This is an optimization exercise on Yosys and OpenROAD, whose aim is small area, not a production implementation.
Only simulation tests tie the RTL to the original design; equivalence was not proved.

## flow/config.mk

```make
export PLATFORM = sky130hd
export DESIGN_NAME = ws_conv5
export DESIGN_NICKNAME = ws_conv5
export VERILOG_FILES = /design/flow/design.v
export SDC_FILE = /design/flow/constraint.sdc
export NUM_CORES = 4
export LEC_CHECK = 0
export CAP_MARGIN = 20
export CORE_MARGIN = 2
export CORE_UTILIZATION = 40
export PLACE_DENSITY = 0.6
export SLEW_MARGIN = 20
```

## flow/constraint.sdc

```tcl
create_clock -name core_clock -period 9.5 [get_ports {sys_clk}]
set_input_delay 1.9000 -clock core_clock [delete_from_list [all_inputs] [get_ports {sys_clk}]]
set_output_delay 1.9000 -clock core_clock [all_outputs]
set_load 0.01 [all_outputs]
```

## flow/design.v

```verilog
`timescale 1ns / 1ps
module DFF(
    input [10:0] D,  
    input clk,
    input en,
    output reg [10:0] Q
);
always @(posedge clk) 
    if (en) begin
        Q <= D; 
    end 
endmodule 
`timescale 1ns / 1ps
module complement(
    input sys_clk,
    input en,
    input [10:0] inp,
    output reg [10:0] outp
    );
always @ (posedge sys_clk) begin
    if (en) begin
        if (inp[10] == 1'b1) begin
            outp <= {1'b1, ~inp[9:0] + 10'd1};  
        end
        else outp <= inp;
    end
end
endmodule
`timescale 1ns / 1ps
module comp5(
    input sys_clk,
    input en,
    input [10:0] inp1,
    input [10:0] inp2,
    input [10:0] inp3,
    input [10:0] inp4,
    input [10:0] inp5,
    output [10:0] outp1,
    output [10:0] outp2,
    output [10:0] outp3,
    output [10:0] outp4,
    output [10:0] outp5
    );
complement comp1 (.sys_clk(sys_clk), .en(en), .inp(inp1), .outp(outp1));
complement comp2 (.sys_clk(sys_clk), .en(en), .inp(inp2), .outp(outp2));
complement comp3 (.sys_clk(sys_clk), .en(en), .inp(inp3), .outp(outp3));
complement comp4 (.sys_clk(sys_clk), .en(en), .inp(inp4), .outp(outp4));
complement comp5 (.sys_clk(sys_clk), .en(en), .inp(inp5), .outp(outp5));
endmodule
`timescale 1ns / 1ps
module accum5(
    input sys_clk,
    input clr,
    input [10:0] D1, D2, D3, D4, D5,
    output reg [10:0] Q
    );
localparam SF = 2.0**-7.0;   
always @(posedge sys_clk) begin 
  if (clr) 
    Q <= 11'b0000; 
  else begin
    Q <= D1+D2+D3+D4+D5;
  end 
end 
endmodule
`timescale 1ns / 1ps
module WS_PE(
    input [10:0] xin,
    input [10:0] win,
    input [10:0] psum,
    input load_w,
    input sys_clk,
    input enable,
    output reg [10:0] outp,
    output reg [10:0] f_inp
    );
reg [10:0] weights;
reg [20:0] pout;
localparam SF = 2.0**-7.0;   
always @ (posedge sys_clk) begin
if (load_w) begin
    weights <= win;
end
else if (enable) begin
    if (xin == 11'b0) begin
        outp <= psum;
    end
    else if (weights == 11'b0) begin
        outp <= psum;
    end
    else begin
        pout = weights[9:0] * xin[9:0];
        if (pout[16:7] == 10'b0)  
            outp <= psum;
        else begin
        if (weights[10] ^ xin[10])
            pout = ~pout + 1;  
        outp <= {pout[20], pout[16:7]} + psum;  
        end
    end
    f_inp <= xin;
end
end
endmodule
`timescale 1ns / 1ps
module pe25(
    input [10:0] x1,
    input [10:0] x2,
    input [10:0] x3,
    input [10:0] x4,
    input [10:0] x5,
    input [10:0] w11,
    input [10:0] w12,
    input [10:0] w13,
    input [10:0] w14,
    input [10:0] w15,
    input [10:0] w21,
    input [10:0] w22,
    input [10:0] w23,
    input [10:0] w24,
    input [10:0] w25,
    input [10:0] w31,
    input [10:0] w32,
    input [10:0] w33,
    input [10:0] w34,
    input [10:0] w35,
    input [10:0] w41,
    input [10:0] w42,
    input [10:0] w43,
    input [10:0] w44,
    input [10:0] w45,
    input [10:0] w51,
    input [10:0] w52,
    input [10:0] w53,
    input [10:0] w54,
    input [10:0] w55,
    input sys_clk,
    input load_w,
    input en,
    input [10:0] bias,
    input clr,
    output [10:0] acc_out
);
wire [10:0] zero_bias = 11'b0;
wire [10:0] o11, o12, o13, o14, o15, o21,o22,o23,o24,o25,o31,o32,o33,o34,o35,o41,o42,o43,o44, o45,o51,o52,o53,o54,o55;
wire [10:0] fx11, fx12, fx13, fx14, fx21,fx22,fx23, fx24,fx31,fx32, fx33, fx34, fx41,fx42,fx43,fx44,fx51,fx52, fx53,fx54;
WS_PE pe11(.psum(bias), .enable(en), .sys_clk(sys_clk), .load_w(load_w), .win(w11), .xin(x1), .outp(o11), .f_inp(fx11));
WS_PE pe12(.psum(zero_bias), .enable(en), .sys_clk(sys_clk), .load_w(load_w), .win(w12), .xin(fx11), .outp(o12), .f_inp(fx12));
WS_PE pe13(.psum(zero_bias), .enable(en), .sys_clk(sys_clk), .load_w(load_w), .win(w13), .xin(fx12), .outp(o13), .f_inp(fx13));
WS_PE pe14(.psum(zero_bias), .enable(en), .sys_clk(sys_clk), .load_w(load_w), .win(w14), .xin(fx13), .outp(o14), .f_inp(fx14));
WS_PE pe15(.psum(zero_bias), .enable(en), .sys_clk(sys_clk), .load_w(load_w), .win(w15), .xin(fx14), .outp(o15));
WS_PE pe21(.psum(o11), .enable(en), .sys_clk(sys_clk), .load_w(load_w), .win(w21), .xin(x2), .outp(o21), .f_inp(fx21));
WS_PE pe22(.psum(o12), .enable(en), .sys_clk(sys_clk), .load_w(load_w), .win(w22), .xin(fx21), .outp(o22), .f_inp(fx22));
WS_PE pe23(.psum(o13), .enable(en), .sys_clk(sys_clk), .load_w(load_w), .win(w23), .xin(fx22), .outp(o23), .f_inp(fx23));
WS_PE pe24(.psum(o14), .enable(en), .sys_clk(sys_clk), .load_w(load_w), .win(w24), .xin(fx23), .outp(o24), .f_inp(fx24));
WS_PE pe25(.psum(o15), .enable(en), .sys_clk(sys_clk), .load_w(load_w), .win(w25), .xin(fx24), .outp(o25));
WS_PE pe31(.psum(o21), .enable(en), .sys_clk(sys_clk), .load_w(load_w), .win(w31), .xin(x3), .outp(o31), .f_inp(fx31));
WS_PE pe32(.psum(o22), .enable(en), .sys_clk(sys_clk), .load_w(load_w), .win(w32), .xin(fx31), .outp(o32), .f_inp(fx32));
WS_PE pe33(.psum(o23), .enable(en), .sys_clk(sys_clk), .load_w(load_w), .win(w33), .xin(fx32), .outp(o33), .f_inp(fx33));
WS_PE pe34(.psum(o24), .enable(en), .sys_clk(sys_clk), .load_w(load_w), .win(w34), .xin(fx33), .outp(o34), .f_inp(fx34));
WS_PE pe35(.psum(o25), .enable(en), .sys_clk(sys_clk), .load_w(load_w), .win(w35), .xin(fx34), .outp(o35));
WS_PE pe41(.psum(o31), .enable(en), .sys_clk(sys_clk), .load_w(load_w), .win(w41), .xin(x4), .outp(o41), .f_inp(fx41));
WS_PE pe42(.psum(o32), .enable(en), .sys_clk(sys_clk), .load_w(load_w), .win(w42), .xin(fx41), .outp(o42), .f_inp(fx42));
WS_PE pe43(.psum(o33), .enable(en), .sys_clk(sys_clk), .load_w(load_w), .win(w43), .xin(fx42), .outp(o43), .f_inp(fx43));
WS_PE pe44(.psum(o34), .enable(en), .sys_clk(sys_clk), .load_w(load_w), .win(w44), .xin(fx43), .outp(o44), .f_inp(fx44));
WS_PE pe45(.psum(o35), .enable(en), .sys_clk(sys_clk), .load_w(load_w), .win(w45), .xin(fx44), .outp(o45));
 WS_PE pe51(.psum(o41), .enable(en), .sys_clk(sys_clk), .load_w(load_w), .win(w51), .xin(x5), .outp(o51), .f_inp(fx51));
 WS_PE pe52(.psum(o42), .enable(en), .sys_clk(sys_clk), .load_w(load_w), .win(w52), .xin(fx51), .outp(o52), .f_inp(fx52));
 WS_PE pe53(.psum(o43), .enable(en), .sys_clk(sys_clk), .load_w(load_w), .win(w53), .xin(fx52), .outp(o53), .f_inp(fx53));
 WS_PE pe54(.psum(o44), .enable(en), .sys_clk(sys_clk), .load_w(load_w), .win(w54), .xin(fx53), .outp(o54), .f_inp(fx54));
 WS_PE pe55(.psum(o45), .enable(en), .sys_clk(sys_clk), .load_w(load_w), .win(w55), .xin(fx54), .outp(o55));
accum5 acc5(.sys_clk(sys_clk), .clr(clr), .D1(o51), .D2(o52), .D3(o53), .D4(o54), .D5(o55), .Q(acc_out)); 
endmodule
`timescale 1ns / 1ps
module ws_conv5(
    input sys_clk,
    input en,
    input load_w,
    input clr,
    input [10:0] w11, w12, w13, w14, w15,
    input [10:0] w21, w22, w23, w24, w25,
    input [10:0] w31, w32, w33, w34, w35,
    input [10:0] w41, w42, w43, w44, w45,
    input [10:0] w51, w52, w53, w54, w55,
    input [10:0] bias,
    input [10:0] x1, x2, x3, x4, x5,
    output [10:0] acc_out
    );
    wire [10:0] w11a, w12a, w13a, w14a, w15a, w21a, w22a, w23a, w24a, w25a, w31a, w32a, w33a, w34a, w35a, w41a, w42a, w43a, w44a, w45a, w51a, w52a, w53a, w54a, w55a;
    wire [10:0] bias_reg;
    DFF bias_FF(.clk(sys_clk), .en(en), .D(bias), .Q(bias_reg));
    comp5 compblk2(.sys_clk(sys_clk), .en(en), .inp1(w11), .inp2(w12), .inp3(w13), .inp4(w14), .inp5(w15), .outp1(w11a), .outp2(w12a), .outp3(w13a), .outp4(w14a), .outp5(w15a));
    comp5 compblk3(.sys_clk(sys_clk), .en(en), .inp1(w21), .inp2(w22), .inp3(w23), .inp4(w24), .inp5(w25), .outp1(w21a), .outp2(w22a), .outp3(w23a), .outp4(w24a), .outp5(w25a));
    comp5 compblk4(.sys_clk(sys_clk), .en(en), .inp1(w31), .inp2(w32), .inp3(w33), .inp4(w34), .inp5(w35), .outp1(w31a), .outp2(w32a), .outp3(w33a), .outp4(w34a), .outp5(w35a));
    comp5 compblk5(.sys_clk(sys_clk), .en(en), .inp1(w41), .inp2(w42), .inp3(w43), .inp4(w44), .inp5(w45), .outp1(w41a), .outp2(w42a), .outp3(w43a), .outp4(w44a), .outp5(w45a));
    comp5 compblk6(.sys_clk(sys_clk), .en(en), .inp1(w51), .inp2(w52), .inp3(w53), .inp4(w54), .inp5(w55), .outp1(w51a), .outp2(w52a), .outp3(w53a), .outp4(w54a), .outp5(w55a));
    pe25 pe_arr(.bias(bias_reg), .clr(clr), .en(en), .acc_out(acc_out), .load_w(load_w), .sys_clk(sys_clk),
        .w11(w11a), .w12(w12a), .w13(w13a), .w14(w14a), .w15(w15a), .w21(w21a), .w22(w22a), .w23(w23a), .w24(w24a), .w25(w25a), .w31(w31a), .w32(w32a), .w33(w33a), .w34(w34a), .w35(w35a), .w41(w41a), .w42(w42a), .w43(w43a), .w44(w44a), .w45(w45a), .w51(w51a), .w52(w52a), .w53(w53a), .w54(w54a), .w55(w55a),
        .x1(x1), .x2(x2), .x3(x3), .x4(x4), .x5(x5));
endmodule
```

## flow/run.sh

```bash
#!/bin/bash
# synth_recipe.tcl (not shown) runs the flow's synth.tcl, then flattens the netlist and writes it again
# the make line also repeats each setting of config.mk as NAME=value (left out here)
make -C /OpenROAD-flow-scripts/flow DESIGN_CONFIG=/design/flow/config.mk WORK_HOME=/design/flow/orfs CLKGATE_MAP_FILE= SYNTH_SCRIPT=/design/flow/synth_recipe.tcl finish
```

==> impl_results.md, run 1 <==
* Number of fill cells in the layout at roughly 33k
* First-pass GRT wire length at between 500000 and 600000 um
* Post-cts gate resize count at 0
* Fin crit period at between 8 and 9 ns
* Slowest cell on the critical path: sky130_fd_sc_hd__fa_1
* Final Cell Area at ~0.15 sq mm
* Iter 0 DRT Violations at between 5k and 6k
* Endpoint required time on the critical path at around 10 ns
* Syn_nets at roughly 17k
* Average via count per standard cell at 5.19
* DP Area at about 0.14 sq mm
* Commonest non-fill, non-tap cells in the layout: sky130_fd_sc_hd__inv_1 (1788), sky130_fd_sc_hd__fa_1 (1591), sky130_fd_sc_hd__nand2_1 (1565)
* Sequential fraction of the synthesis area at about a quarter
* Vias in the first global route at 100k
* RSZ-0062 raised after global routing: no
* Placer congestion estimate at roughly 0.87
* CTS clock-pin slew for the worst setup and hold paths at around 0.07 ns
* Fraction of the cycle the final worst path needs at 90.5%
* Max-cap viol count at 0
* Number of input and output port buffers inserted at approximately 360
* Xor and xnor fraction of the mapped netlist area at 6.28%
* Average size of a mapped cell at 9.86 sq um
* GRT Residual Overflow at 0
* Routed wire length per instance at approximately 18 um
* Die ar. at around 0.35 sq mm
* Length of routed met2 wiring at 155000 um
* Cell area after synthesis at around 0.14 sq mm
* Total negative slack for setup checks at 0 ns
* CTS H-Tree Depth at 4
* Synthesized netlist cell count at between 10k and 15k
* Number of top-level pins at approximately 360
* Peak fanout along the critical path at 6
* Die X at 590 um
* Buffer cell driving the clock tree root: sky130_fd_sc_hd__clkbuf_16
* Type of the setup path with the least slack: input port to flip-flop
* Number of antenna violations at the first check in global routing at 26
* Hold_buf cts at 0
* Dominant combinational cell family by area after synthesis: adder cells
* Maximum root-to-sink buffer count at 4
* Detailed-routing wirelength on met1 at 151000 um
* Proportion of synthesized flip-flops having asynchronous set or reset at 0%
* Metal3 WL at between 10000 and 15000 um
* Post-synthesis compound-gate area fraction at about a tenth
* Count of buffers added by post-CTS timing repair for setup at 0
* Dominant register cell in the synthesized netlist: sky130_fd_sc_hd__edfxtp_1
* Data arrival time of the worst path at 9.17 ns
* Antenna violation net count after detailed routing at 0
* Initial Utilization at between 40 and 50%
* Number of iterations in the first detailed-routing pass at 5
* Pin count of the biggest net entering global routing at 146
* Overall Global Routing Usage at between 10% and 20%
* Final routed wirelength across all metal layers at about 330000 um
* Portion of netlist area occupied by mux cells at under 10%
* Total count of max-transition violations in the final report at 0
* CTS tree: built
* Ratio of cells with drive above 1 in the final layout at 3.94%
* DRC Markers at 0
* Number of placed cells counting well taps at between 15k and 20k
* Crit-path leading delay family: adder cells
* Die outline height at between 500 and 600 um
* Worst slew margin relative to its limit at 32.4%
* Number of nets in the final layout at 17.4k
* HPWL reported at the end of detailed placement at 259000 um
* Capturing element type of the critical path: flip-flop
* Delay of the slowest cell on the worst path at around 0.55 ns
* Adder-cell share of the synthesized area at 37.5%
* Sink count of the clock tree at around 1.1k
* Transition time at the pin with the least slew margin at 1.01 ns
* Status: finished clean
* Min-Delay Path Class: flip-flop to flip-flop
* Post-synth cell types at 97
* Critical path launch point type: input port
* Final Hold Viols at 0
* Floorplan row count at 215
* Layout Area Growth over Synthesis at 8.97%
* Total via count in the routed design at 96.3k
* Basic-gate share of the synthesized area counting and, or, nand and nor cells at between 10% and 20%
* Finished Core Util at between 40% and 50%
* Worst clock skew at roughly 0.036 ns
* Clock buffers created by TritonCTS at about 140
* Std-Cell Core Area at roughly 0.34 sq mm
* Yosys synthesis warning count at 4
* Count of flip-flops with a built-in enable after synthesis at around 1.1k
* Uppermost layer routed: met5
* Commonest non-fill, non-tap cell in the layout: sky130_fd_sc_hd__inv_1
* Seq cells post-synth at about 1.1k
* Number of setup violations in the final report at 0
* Final instance count without filler cells at about 19k
* Crit path buffers/inverters at 6
* Insertion delay to the later sink of the worst-skew pair at about 0.86 ns
* Achievable frequency at between 0.1 and 0.15 GHz
-- path summary, 6_finish.rpt --
| kind | startpoint | endpoint | slack [ns] | cells past startpoint |
|---|---|---|---|---|
| setup / recovery | x2[1] | pe_arr.pe21.outp[10] | 0.90 | 29 |
| setup reg to reg | pe_arr.pe31.f_inp[1] | pe_arr.pe32.outp[10] | 1.40 | 29 |
| hold / removal | compblk6.comp1.outp[0] | pe_arr.pe51.weights[0] | 0.40 | 0 |
| hold reg to reg | compblk6.comp1.outp[0] | pe_arr.pe51.weights[0] | 0.40 | 0 |
-- cell type report --
| class | instances | area (sq um) | area share [%] |
|---|---|---|---|
| multi-input combinational | 10500 | 96300 | 64.4 |
| sequential | 1067 | 31900 | 21.4 |
| inverter | 1788 | 6710 | 4.49 |
| tap | 4557 | 5700 | 3.82 |
| timing repair buffer | 427 | 4140 | 2.77 |
| clock buffer | 158 | 3710 | 2.48 |
| clock inverter | 98 | 963 | 0.645 |
| antenna | 11 | 27.5 | 0.0184 |
-- stage by stage --
step,worst slack (ns),hold slack [ns]
3_3_place_gp,0.209,0.400
3_5_place_dp,0.118,0.405
4_1_cts,1.06,0.394
6_report,0.902,0.400
5_1_grt,0.448,0.404
2_1_floorplan,-0.224,0.400
-- metal layers --
layer	vias up	track usage (%)
met4	18	5.54
li1	46200	-
met2	1760	32.3
met5	-	0
met3	428	2.42
met1	47900	26.3
-- synth_stat cells (12+ instances only) --
library cell / count / share of area, %
sky130_fd_sc_hd__and3_1: 50 / 0.23
sky130_fd_sc_hd__edfxtp_1: 1056 / 23
sky130_fd_sc_hd__a311oi_1: 15 / 0.096
sky130_fd_sc_hd__a21boi_0: 17 / 0.093
sky130_fd_sc_hd__o21a_1: 69 / 0.38
sky130_fd_sc_hd__nand2_1: 1565 / 4.3
sky130_fd_sc_hd__o31ai_1: 106 / 0.58
sky130_fd_sc_hd__inv_1: 1788 / 4.9
sky130_fd_sc_hd__o2111ai_1: 20 / 0.13
sky130_fd_sc_hd__a2111oi_0: 39 / 0.25
sky130_fd_sc_hd__or3_1: 57 / 0.26
sky130_fd_sc_hd__xnor2_1: 688 / 4.4
sky130_fd_sc_hd__a41oi_1: 19 / 0.12
sky130_fd_sc_hd__nand3b_1: 14 / 0.077
sky130_fd_sc_hd__clkbuf_1: 578 / 1.6
sky130_fd_sc_hd__xor2_1: 293 / 1.9
sky130_fd_sc_hd__nor4_1: 155 / 0.71
sky130_fd_sc_hd__nor2b_1: 39 / 0.18
sky130_fd_sc_hd__a221oi_1: 13 / 0.083
sky130_fd_sc_hd__nand3_1: 135 / 0.49
sky130_fd_sc_hd__a31oi_1: 61 / 0.28
sky130_fd_sc_hd__buf_2: 12 / 0.044
sky130_fd_sc_hd__o21bai_1: 160 / 0.88
sky130_fd_sc_hd__nand2b_1: 68 / 0.31
sky130_fd_sc_hd__o41ai_1: 62 / 0.40
sky130_fd_sc_hd__or4_1: 22 / 0.12
sky130_fd_sc_hd__a211oi_1: 63 / 0.34
sky130_fd_sc_hd__nand4_1: 45 / 0.21
sky130_fd_sc_hd__o211ai_1: 46 / 0.25
sky130_fd_sc_hd__a21oi_1: 459 / 1.7
sky130_fd_sc_hd__and2_1: 1411 / 6.4
sky130_fd_sc_hd__a21o_1: 181 / 0.99
sky130_fd_sc_hd__mux2i_1: 17 / 0.12
sky130_fd_sc_hd__a211o_1: 24 / 0.15
sky130_fd_sc_hd__nor3b_1: 19 / 0.10
sky130_fd_sc_hd__nor2_1: 381 / 1.0
sky130_fd_sc_hd__fa_1: 1591 / 23
sky130_fd_sc_hd__a31o_2: 14 / 0.089
sky130_fd_sc_hd__nor4b_1: 15 / 0.096
sky130_fd_sc_hd__o21ai_0: 389 / 1.4
sky130_fd_sc_hd__or2_2: 37 / 0.17
sky130_fd_sc_hd__mux2_2: 165 / 1.4
sky130_fd_sc_hd__ha_1: 1561 / 14
sky130_fd_sc_hd__nor3_1: 170 / 0.62
-- cells by family (layout without fill, tap and decap cells) --
group	after synthesis	count (layout)
buf+inv	2388	2471
simple gates	4224	4224
fa+ha+maj	3152	3152
compound gates	1914	1914
mux	182	182
xor+xnor	982	982
other cells	0	11
flops	1067	1067
-- worst register-to-register path, delay by kind of cell, from the launching register on --
family                   cells  cell delay [ns]
adder cells (fa/ha/maj)      7             3.02
AND/OR/NAND/NOR              8             2.03
AO/OA/AOI/OAI                6             1.43
flip-flops                   1             0.85
buffers and inverters        6             0.31
XOR/XNOR                     2             0.22
==> inputs of run 2 (changes only) <==
==> flow/design.v (replaced) <==
module ws_conv5(
    input sys_clk,
    input en,
    input load_w,
    input clr,
    input [10:0] w11, w12, w13, w14, w15,
    input [10:0] w21, w22, w23, w24, w25,
    input [10:0] w31, w32, w33, w34, w35,
    input [10:0] w41, w42, w43, w44, w45,
    input [10:0] w51, w52, w53, w54, w55,
    input [10:0] bias,
    input [10:0] x1, x2, x3, x4, x5,
    output reg [10:0] acc_out
    );
    wire [10:0] win [0:24];
    assign win[0] = w11; assign win[1] = w12; assign win[2] = w13; assign win[3] = w14; assign win[4] = w15;
    assign win[5] = w21; assign win[6] = w22; assign win[7] = w23; assign win[8] = w24; assign win[9] = w25;
    assign win[10] = w31; assign win[11] = w32; assign win[12] = w33; assign win[13] = w34; assign win[14] = w35;
    assign win[15] = w41; assign win[16] = w42; assign win[17] = w43; assign win[18] = w44; assign win[19] = w45;
    assign win[20] = w51; assign win[21] = w52; assign win[22] = w53; assign win[23] = w54; assign win[24] = w55;
    wire [10:0] xin [0:4];
    assign xin[0] = x1; assign xin[1] = x2; assign xin[2] = x3; assign xin[3] = x4; assign xin[4] = x5;
    wire step = en & ~load_w;
    reg [10:0] wc [0:24];    
    reg [10:0] wt [0:24];    
    reg [10:0] b;
    reg [10:0] f [0:4][0:3];  
    reg [10:0] s [0:4];       
    function [10:0] contrib(input [10:0] wv, input [10:0] xv);
        reg [16:0] p;
        reg sg, cin;
        begin
            p = wv[9:0] * xv[9:0];
            sg = wv[10] ^ xv[10];
            cin = sg & ((p[6:0] == 7'd0) | (p[16:7] == 10'd0));
            contrib = {sg, p[16:7] ^ {10{sg}}} + {10'd0, cin};
        end
    endfunction
    integer i, r, c;
    always @(posedge sys_clk) begin
        if (en) begin
            b <= bias;
            for (i = 0; i < 25; i = i + 1)
                wc[i] <= win[i][10] ? {1'b1, ~win[i][9:0] + 10'd1} : win[i];
        end
        if (load_w)
            for (i = 0; i < 25; i = i + 1)
                wt[i] <= wc[i];
    end
    reg [10:0] rowsum [0:4];
    reg [10:0] xv;
    always @(*) begin
        for (r = 0; r < 5; r = r + 1) begin
            rowsum[r] = (r == 0) ? b : s[r-1];
            for (c = 0; c < 5; c = c + 1) begin
                xv = (c == 0) ? xin[r] : f[r][c-1];
                rowsum[r] = rowsum[r] + contrib(wt[r*5+c], xv);
            end
        end
    end
    always @(posedge sys_clk) begin
        if (step) begin
            for (r = 0; r < 5; r = r + 1) begin
                s[r] <= rowsum[r];
                f[r][0] <= xin[r];
                for (c = 1; c < 4; c = c + 1)
                    f[r][c] <= f[r][c-1];
            end
        end
        acc_out <= clr ? 11'd0 : s[4];
    end
endmodule
==> run 2 against run 1 <==
Compared with the run above: now fails the layout checks on setup timing; register-to-register slack worse by 1.4 ns; final area down 13%; clock skew up 0.054 ns; non-clock buffer count up 524.
==> impl_results.md, run 2 <==
* Ratio of cells with drive above 1 in the final layout at a little under a tenth
* Die ar. at slightly below 0.3 sq mm
* Endpoint required time on the critical path at roughly 10 ns
* Final Worst Setup Slack at -0.0523 ns
* Number of nets in the final layout at between 15k and 20k
* Number of setup violations in the final report at 4
* Proportion of synthesized flip-flops having asynchronous set or reset at 0%
* Adder-cell share of the synthesized area at 42.1%
* Synthesized netlist cell count at approximately 11k
* Commonest non-fill, non-tap cell in the layout: sky130_fd_sc_hd__inv_1
* Slowest cell on the critical path: sky130_fd_sc_hd__fa_1
* Xor and xnor fraction of the mapped netlist area at under 10%
* Basic-gate share of the synthesized area counting and, or, nand and nor cells at 14.3%
* Transition time at the pin with the least slew margin at approximately 1.1 ns
* Most common cell in the netlist: sky130_fd_sc_hd__inv_1
* HPWL reported at the end of detailed placement at about 230000 um
* Yosys synthesis warning count at 6
* Std-Cell Core Area at between 0.2 and 0.3 sq mm
* Worst clock skew at 0.0900 ns
* Total via count in the routed design at approximately 80k
* Data arrival time of the worst path at between 10 and 15 ns
* Number of input and output port buffers inserted at between 300 and 400
* Commonest cells in the synthesized netlist: sky130_fd_sc_hd__inv_1 (2011), sky130_fd_sc_hd__fa_1 (1710), sky130_fd_sc_hd__nand2_1 (1497), sky130_fd_sc_hd__and2_1 (1202), sky130_fd_sc_hd__ha_1 (1095)
* Iter 0 DRT Violations at 4057
* Portion of netlist area occupied by mux cells at less than 1%
* Die outline height at 538 um
* Status: complete, but fails checks
* Number of placed cells counting well taps at 15.6k
* Routed wire length per instance at approximately 18 um
* DRC Markers at 0
* Achievable frequency at approximately 0.10 GHz
* GRT Residual Overflow at 0
* Clock buffers created by TritonCTS at roughly 110
* Average via count per standard cell at 5.03
* Vias in the first global route at approximately 87k
* Fin crit period at 9.55 ns
* Number of top-level pins at 356
* Final routed wirelength across all metal layers at between 200000 and 300000 um
* Number of iterations in the first detailed-routing pass at 5
* Number of antenna violations at the first check in global routing at 24
* Capturing element type of the critical path: flip-flop
* Antenna violation net count after detailed routing at 0
* Average size of a mapped cell at between 10 and 15 sq um
* Min-Delay Path Class: flip-flop to flip-flop
* Placer congestion estimate at 0.896
* Final Hold Viols at 0
* Type of the setup path with the least slack: input port to flip-flop
* Syn_nets at roughly 14k
* Most frequent cell on the critical path: sky130_fd_sc_hd__fa_1
* First-pass GRT wire length at 470000 um
* Cell taking the most area after synthesis: sky130_fd_sc_hd__fa_1
* Dominant combinational cell family by area after synthesis: adder cells
* Layout Area Growth over Synthesis at 14.6%
* Cell area after synthesis at about 0.11 sq mm
* Fraction of the cycle the final worst path needs at 101%
* Post-synth cell types at 82
* Layout check failures: setup timing
* RSZ-0062 raised after global routing: yes
* Maximum root-to-sink buffer count at 4
* Max-cap viol count at 0
* Area contributors post-synth: sky130_fd_sc_hd__fa_1 (30%), sky130_fd_sc_hd__edfxtp_1 (22%), sky130_fd_sc_hd__ha_1 (12%)
* Count of flip-flops with a built-in enable after synthesis at ~840
* Critical path launch point type: input port
* Commonest non-fill, non-tap cells in the layout: sky130_fd_sc_hd__inv_1 (1977), sky130_fd_sc_hd__fa_1 (1689), sky130_fd_sc_hd__nand2_1 (1461)
* Initial Utilization at around 40%
* Die X at 538 um
* Worst hold margin at 0.354 ns
* Seq cells post-synth at between 800 and 900
* Sequential fraction of the synthesis area at between 20% and 30%
* Overall Global Routing Usage at 20.3%
* Total count of max-transition violations in the final report at 0
* CTS H-Tree Depth at 3
* Peak fanout along the critical path at 4
* Biggest registers after layout: wc (275), wt (275), f (220)
* Pin count of the biggest net entering global routing at about 130
* Area fraction of the dominant cell type after synthesis at 30.0%
* Insertion delay to the later sink of the worst-skew pair at roughly 0.86 ns
* CTS tree: built
* CTS clock-pin slew for the worst setup and hold paths at ~0.07 ns
* Final instance count without filler cells at 15.9k
* Delay of the slowest cell on the worst path at approximately 0.54 ns
* Dominant register cell in the synthesized netlist: sky130_fd_sc_hd__edfxtp_1
* Hold_buf cts at 0
* Worst slew margin relative to its limit at 28.9%
* Buffer cell driving the clock tree root: sky130_fd_sc_hd__clkbuf_16
* Post-synthesis compound-gate area fraction at under 10%
* Floorplan row count at a little under 200
* Sink count of the clock tree at 847
==> run 2: changes by cell type after synthesis, moves of 209 or more <==
| cell | delta |
|---|---|
| sky130_fd_sc_hd__a21oi_1 | -244 |
| sky130_fd_sc_hd__and2_1 | -209 |
| sky130_fd_sc_hd__clkbuf_1 | -230 |
| sky130_fd_sc_hd__edfxtp_1 | -220 |
| sky130_fd_sc_hd__ha_1 | -466 |
| sky130_fd_sc_hd__inv_1 | +223 |
==> run 2: stage by stage <==
stage / setup WS, ns / area, sq um / TNS (ns) / util [%]
after floorplan: -0.496 / 115000 / -3.02 / -
after global placement: -1.41 / 125000 / -43.04 / 44.3
after detailed placement: -1.49 / 125000 / -48.68 / 44.3
after CTS: -0.197 / 130000 / -0.367 / 45.8
after global routing: -0.306 / 131000 / -2.45 / 46.2
final: -0.0523 / 131000 / -0.102 / 46.2
==> run 2: worst paths after layout <==
| kind | startpoint | end | slack [ns] | cells after the start |
|---|---|---|---|---|
| setup / recovery | x4[3] | s[3][8] | -0.05 | 36 |
| hold / removal | wc[0][1] | wt[0][1] | 0.35 | 0 |
| setup reg to reg | wt[24][3] | s[4][10] | -0.03 | 34 |
| hold reg to reg | wc[0][1] | wt[0][1] | 0.35 | 0 |
==> run 2: what timing repair did <==
| action | 4_1_cts | 5_1_grt |
|---|---|---|
| setup buffers | 50 | 60 |
| gates cloned | 1 | 0 |
| pin swaps | 109 | 150 |
| gates resized for setup | 173 | 212 |
| endpoints found under the setup margin | 29 | 33 |
| hold endpoints to repair | 0 | 0 |
==> run 2: layout make-up <==
cell class / count / area [sq um]
fillers: 26300 / 152000
inverters: 2011 / 7550
diodes: 8 / 20.0
flip-flops and latches: 847 / 25300
repair buffers: 951 / 8260
multi-input cells: 8131 / 81100
clock buffers: 121 / 2840
clock inverters: 80 / 847
well taps: 3743 / 4680
==> run 2: worst max-delay path: cells and delay by family <==
kind                     cells  cell delay [ns]
adder cells (fa/ha/maj)     11             4.78
AND/OR/NAND/NOR              7             1.45
AO/OA/AOI/OAI                7             1.15
XOR/XNOR                     1             0.12
buffers and inverters       10             0.76
==> run 2: kinds of logic after synthesis <==
kind of cell / after synthesis
and+or+nand+nor: 3304
adders and majority gates: 2805
buffers and inverters: 2359
AOI/OAI and AO/OA: 1019
xor gates and xnor gates: 998
DFF: 847
muxes: 5
==> run 2: layer usage <==
layer	part of all wire [%]	vias up	track usage, %
li1	-	37200	-
met1	43	40700	26.4
met2	50	1648	35.5
met3	4.5	380	2.58
met4	2.7	26	5.71
met5	0.057	-	0

what the ideal ports hide:
Ports are ideal in the flow. The routed layouts listed here were re-timed in OpenROAD. Step 1 sets driving cells, clkbuf_16 on the clock port and buf_2 on the other inputs (assumed; they add their load-dependent delay and slew). Step 2 adds t to the input delays and takes it off the output delays; t is the mean of the earliest and latest rising clock arrival at the registers after step 1. Input paths then give back, and output paths get back, about the clock's delay inside the block. Slacks: no drivers / after step 1 / after step 2; pairs: no drivers / after step 1.
| run | t (ns) | setup WS [ns] | worst setup path after step 2 | clock arrival spread, ns |
|---|---|---|---|---|
| run 1 | 0.941 | 0.902 / 0.913 / -0.028 | input to register | 0.053 / 0.053 |
| run 2 | 0.913 | -0.052 / -0.059 / -0.972 | input to register | 0.095 / 0.094 |
With both steps, setup timing fails in run 1, where it was met with ideal ports. For run 1, which loses most, drivers alone change the setup slack by +0.011 ns; drivers and shift together by -0.930 ns.
